What follows belongs to an exercise in optimizing a design on an open flow for small area; a production flow would make more cautious choices. Only simulation tests tie the RTL to the original design; equivalence was not proved. No activity file was given, so power comes from the tool's default toggle rates.

==> flow/design.v (excerpt) <==
module Modulators #(
    parameter IQ_BW = 16
) (
    ap_clk,
    ap_rst,
    amplitude,
    samples_per_symbol,
    mod_type,
    start,
    i_out_TVALID,
    i_out_TREADY,
    i_out_TDATA,
    q_out_TVALID,
    q_out_TREADY,
    q_out_TDATA
);
clock: 14.0 ns
lec_check: 0
abc_area: 1
cap_margin: 20
core_margin: 2
core_utilization: 60
slew_margin: 20
run.sh (not shown) runs the stock make flow with config.mk's settings and CLKGATE_MAP_FILE= SYNTH_SCRIPT=/design/flow/synth_recipe.tcl, a recipe that flattens the netlist after the stock synthesis.
The starting point finished clean.
Next try:
- ABC_AREA: 1 -> default
- CORE_UTILIZATION: 60 -> 40
What happened: The new run finished with timing, DRC and antenna clean. Area after synthesis goes up by about 2%. Worst setup slack degrades by 1.2 ns. Sequential share of layout area shrinks by 0.33 points. Wire length goes up by 9.3%. Cell area rises by about 1.4%. Total power falls by about 3%. Core utilization fell by 24 points. Register-to-register slack got worse by 1.2 ns. Global-route usage decreases by 7.9 points. Via count fell by about 0.33%. Synthesized cell count goes down by 10%.
Next try:
==> flow/flow/run.sh (new file) <==
#!/bin/bash
# Own layout flow: the standard synthesis, then the combinational logic between the
# standard synthesis's registers re-mapped for area (registers, their names and cells kept),
# then the standard ORFS layout steps with smaller port buffers and no CTS dummy loads.
set -euo pipefail
W=$PWD
F=$W/flow
R=$W/orfs/results/$FLOW_PLATFORM/Modulators/base
LIB=$FLOW_HOME/platforms/$FLOW_PLATFORM/lib/sky130_fd_sc_hd__tt_025C_1v80.lib

bash standard.sh synth > $W/log_1_standard_synth.log 2>&1
cp $R/1_2_yosys.v $W/std_1_2_yosys.v

sed -e "s#@LIB@#$LIB#g" -e "s#@IN@#$W/std_1_2_yosys.v#" -e "s#@OUT@#$W/remapped.v#" \
    -e "s#@TOP@#$FLOW_TOP#g" -e "s#@SCRIPT@#$F/remap.abc#" $F/remap.ys.in > $W/remap.ys
yosys -q $W/remap.ys > $W/log_2_remap.log 2>&1

cp $W/remapped.v $R/1_2_yosys.v
rm -f $R/1_synth.odb $R/1_synth.sdc
touch $R/1_2_yosys.v
bash standard.sh "BUFFER_PORTS_ARGS=-buffer_cell sky130_fd_sc_hd__buf_1" \
    "CTS_ARGS=-sink_clustering_enable -repair_clock_nets -dont_use_dummy_load" \
    finish > $W/log_3_layout.log 2>&1
==> flow/flow/remap.abc (new file) <==
strash
&get -n
&deepsyn -T 60
&put
dch
map -a
topo
==> flow/flow/remap.ys.in (new file) <==
read_liberty -ignore_miss_func @LIB@
read_verilog @IN@
hierarchy -top @TOP@
setattr -mod -set keep_hierarchy 1 *__df* *__edf* *__sdf* *__sedf* *__dl*
flatten
opt_clean -purge
abc -liberty @LIB@ -dont_use *probe* -dont_use *lpflow* -script @SCRIPT@
opt_clean -purge
hilomap -singleton -hicell sky130_fd_sc_hd__conb_1 HI -locell sky130_fd_sc_hd__conb_1 LO
insbuf -buf sky130_fd_sc_hd__buf_1 A X
opt_clean -purge
select @TOP@
write_verilog -noattr -selected @OUT@
==> flow/standard.sh (new file) <==
#!/bin/bash
# synth_recipe.tcl (not shown) runs the flow's synth.tcl, then flattens the netlist and writes it again
# the make line also repeats each setting of config.mk as NAME=value (left out here)
make -C /OpenROAD-flow-scripts/flow DESIGN_CONFIG=/design/flow/config.mk WORK_HOME=/design/flow/orfs CLKGATE_MAP_FILE= SYNTH_SCRIPT=/design/flow/synth_recipe.tcl "${@:-finish}"
- ABC_AREA: default -> 1
- CORE_UTILIZATION: 40 -> 60
removed: flow/run.sh
After rerunning: The new run finished with timing, DRC and antenna clean. Die area drops by 50%. Power went down by 14%. Clock-buffer cell count goes down by 3.

========
Another version of the RTL of Modulators (not shown whole).
Size in the first run: ~860 cells after synthesis, about 110 I/O pins.
Settings: LEC_CHECK=0, ABC_AREA=1, CAP_MARGIN=20, CORE_MARGIN=2, CORE_UTILIZATION=60, SLEW_MARGIN=20; clock period 14.0 ns.
standard.sh (not shown) runs the stock make flow with config.mk's settings and CLKGATE_MAP_FILE= SYNTH_SCRIPT=/design/flow/synth_recipe.tcl, a recipe that flattens the netlist after the stock synthesis.
==> flow/flow/run.sh <==
#!/bin/bash
# Own layout flow: the standard synthesis, then the combinational logic between the
# standard synthesis's registers re-mapped for area (registers, their names and cells
# kept; three ABC runs with different seeds, the smallest kept), then the standard ORFS
# layout steps with smaller port buffers and clock buffers and no CTS dummy loads.
set -euo pipefail
W=$PWD
F=$W/flow
R=$W/orfs/results/$FLOW_PLATFORM/Modulators/base
LIB=$FLOW_HOME/platforms/$FLOW_PLATFORM/lib/sky130_fd_sc_hd__tt_025C_1v80.lib

bash standard.sh synth > $W/log_1_standard_synth.log 2>&1
cp $R/1_2_yosys.v $W/std_1_2_yosys.v

for s in 1 2 3; do
    sed -e "s#@SEED@#$s#" $F/remap.abc.in > $W/remap_$s.abc
    sed -e "s#@LIB@#$LIB#g" -e "s#@IN@#$W/std_1_2_yosys.v#" -e "s#@OUT@#$W/remapped_$s.v#" \
        -e "s#@TOP@#$FLOW_TOP#g" -e "s#@SCRIPT@#$W/remap_$s.abc#" $F/remap.ys.in > $W/remap_$s.ys
    yosys -q $W/remap_$s.ys > $W/log_2_remap_$s.log 2>&1 &
done
wait
best=""
for s in 1 2 3; do
    a=$(python3 $F/area.py $LIB $W/remapped_$s.v)
    echo "remap seed $s: area $a" >> $W/log_2_remap_pick.log
    if [[ -z "$best" ]] || python3 -c "import sys; sys.exit(0 if $a < $besta else 1)"; then best=$s; besta=$a; fi
done
echo "picked seed $best" >> $W/log_2_remap_pick.log
cp $W/remapped_$best.v $W/remapped.v

cp $W/remapped.v $R/1_2_yosys.v
rm -f $R/1_synth.odb $R/1_synth.sdc
touch $R/1_2_yosys.v
bash standard.sh "BUFFER_PORTS_ARGS=-buffer_cell sky130_fd_sc_hd__buf_1" \
    "CTS_ARGS=-sink_clustering_enable -repair_clock_nets -dont_use_dummy_load -buf_list sky130_fd_sc_hd__clkbuf_4" \
    finish > $W/log_3_layout.log 2>&1
==> flow/flow/remap.abc.in <==
strash
&get -n
&deepsyn -T 150 -S @SEED@
&put
dch
map -a
strash
dch
map -a
strash
dch
map -a
topo
Other scripts of this flow, unchanged in this note and not shown: flow/flow/area.py, flow/flow/remap.ys.in
Then changed:
==> flow/flow/run.sh (replaced) <==
#!/bin/bash
# Own layout flow: the standard synthesis, then the combinational logic between the
# standard synthesis's registers re-mapped for area (registers, their names and cells
# kept; several ABC runs with different seeds, the smallest kept), then the standard ORFS
# layout steps with smaller port buffers and clock buffers and no CTS dummy loads.
set -euo pipefail
W=$PWD
F=$W/flow
R=$W/orfs/results/$FLOW_PLATFORM/Modulators/base
LIB=$FLOW_HOME/platforms/$FLOW_PLATFORM/lib/sky130_fd_sc_hd__tt_025C_1v80.lib

bash standard.sh synth > $W/log_1_standard_synth.log 2>&1
cp $R/1_2_yosys.v $W/std_1_2_yosys.v

# two rounds of four ABC runs with different seeds; each round starts from the
# smallest netlist so far, and the smallest of all is kept
remap_round() {   # $1 round, $2 input netlist
    for s in 1 2 3 4; do
        t=$1_$s
        sed -e "s#@SEED@#$((s + 4 * $1))#" $F/remap.abc.in > $W/remap_$t.abc
        sed -e "s#@LIB@#$LIB#g" -e "s#@IN@#$2#" -e "s#@OUT@#$W/remapped_$t.v#" \
            -e "s#@TOP@#$FLOW_TOP#g" -e "s#@SCRIPT@#$W/remap_$t.abc#" $F/remap.ys.in > $W/remap_$t.ys
        yosys -q $W/remap_$t.ys > $W/log_2_remap_$t.log 2>&1 &
    done
    wait
    for s in 1 2 3 4; do
        t=$1_$s
        [[ -s $W/remapped_$t.v ]] || continue
        a=$(python3 $F/area.py $LIB $W/remapped_$t.v)
        echo "remap $t: area $a" >> $W/log_2_remap_pick.log
        if [[ -z "$best" ]] || python3 -c "import sys; sys.exit(0 if $a < $besta else 1)"; then best=$t; besta=$a; fi
    done
}
best=""; besta=""
remap_round 0 $W/std_1_2_yosys.v
remap_round 1 $W/remapped_$best.v
echo "picked $best" >> $W/log_2_remap_pick.log
cp $W/remapped_$best.v $W/remapped.v

cp $W/remapped.v $R/1_2_yosys.v
rm -f $R/1_synth.odb $R/1_synth.sdc
touch $R/1_2_yosys.v
bash standard.sh "BUFFER_PORTS_ARGS=-buffer_cell sky130_fd_sc_hd__buf_1" \
    "CTS_ARGS=-sink_clustering_enable -repair_clock_nets -dont_use_dummy_load -buf_list sky130_fd_sc_hd__clkbuf_4" \
    finish > $W/log_3_layout.log 2>&1
==> flow/flow/remap.abc.in (replaced) <==
strash
&get -n
&deepsyn -T 120 -S @SEED@
&put
dch
amap
strash
dch
amap
strash
dch
amap
topo
What happened: Worst hold slack got worse by 0.036 ns; power falls slightly; via count falls by a few percent; fmax falls by roughly a tenth; synthesized cell count falls by a few percent.
Then changed:
--- a/flow/flow/run.sh
+++ b/flow/flow/run.sh
@@ -14,8 +14,8 @@
 
-# two rounds of four ABC runs with different seeds; each round starts from the
+# three rounds of six ABC runs with different seeds; each round starts from the
 # smallest netlist so far, and the smallest of all is kept
 remap_round() {   # $1 round, $2 input netlist
-    for s in 1 2 3 4; do
+    for s in 1 2 3 4 5 6; do
         t=$1_$s
-        sed -e "s#@SEED@#$((s + 4 * $1))#" $F/remap.abc.in > $W/remap_$t.abc
+        sed -e "s#@SEED@#$((s + 6 * $1))#" $F/remap.abc.in > $W/remap_$t.abc
         sed -e "s#@LIB@#$LIB#g" -e "s#@IN@#$2#" -e "s#@OUT@#$W/remapped_$t.v#" \
@@ -25,3 +25,3 @@
     wait
-    for s in 1 2 3 4; do
+    for s in 1 2 3 4 5 6; do
         t=$1_$s
@@ -36,2 +36,3 @@
 remap_round 1 $W/remapped_$best.v
+remap_round 2 $W/remapped_$best.v
 echo "picked $best" >> $W/log_2_remap_pick.log
Outcome: Worst setup slack gets better by 0.42 ns. Routed wire length is higher slightly. Non-clock buffer count is lower by 2. Design area is lower slightly. Worst hold slack gets better by 0.032 ns.

==> port drivers added, routing unchanged <==
The results above use ideal ports. As a check the final layouts listed here were re-extracted and re-timed, cells and wires unchanged. Step 1 (the two cells are an assumption about what drives the block):
set clk [get_ports {ap_clk}]
set_driving_cell -lib_cell sky130_fd_sc_hd__clkbuf_16 $clk
set_driving_cell -lib_cell sky130_fd_sc_hd__buf_2 [delete_from_list [all_inputs] $clk]
Step 2 also shifts input and output timing later by t, the mid clock arrival at the registers, as if the neighbouring blocks saw the same clock. Slacks: ideal ports / drivers / drivers and shift; pairs: ideal ports / drivers.
| run | t, ns | setup slack, ns | cell pins on the clock port's net |
|---|---|---|---|
| the first run of note 1 | 0.464 | 7.958 / 7.915 / 8.379 | 1 |
| the second run of note 1 | 0.475 | 6.794 / 6.748 / 7.223 | 1 |
| the third run of note 1 | 0.468 | 7.248 / 7.201 / 7.669 | 1 |
| the first run of note 2 | 0.560 | 6.910 / 6.914 / 6.354 | 1 |
| the second run of note 2 | 0.522 | 6.126 / 6.108 / 5.586 | 1 |
| the third run of note 2 | 0.545 | 6.542 / 6.540 / 5.995 | 1 |
After both steps setup and hold are still met in every run listed. For the first run of note 2, which loses most, drivers alone change the setup slack by +0.004 ns; drivers and shift together by -0.556 ns.
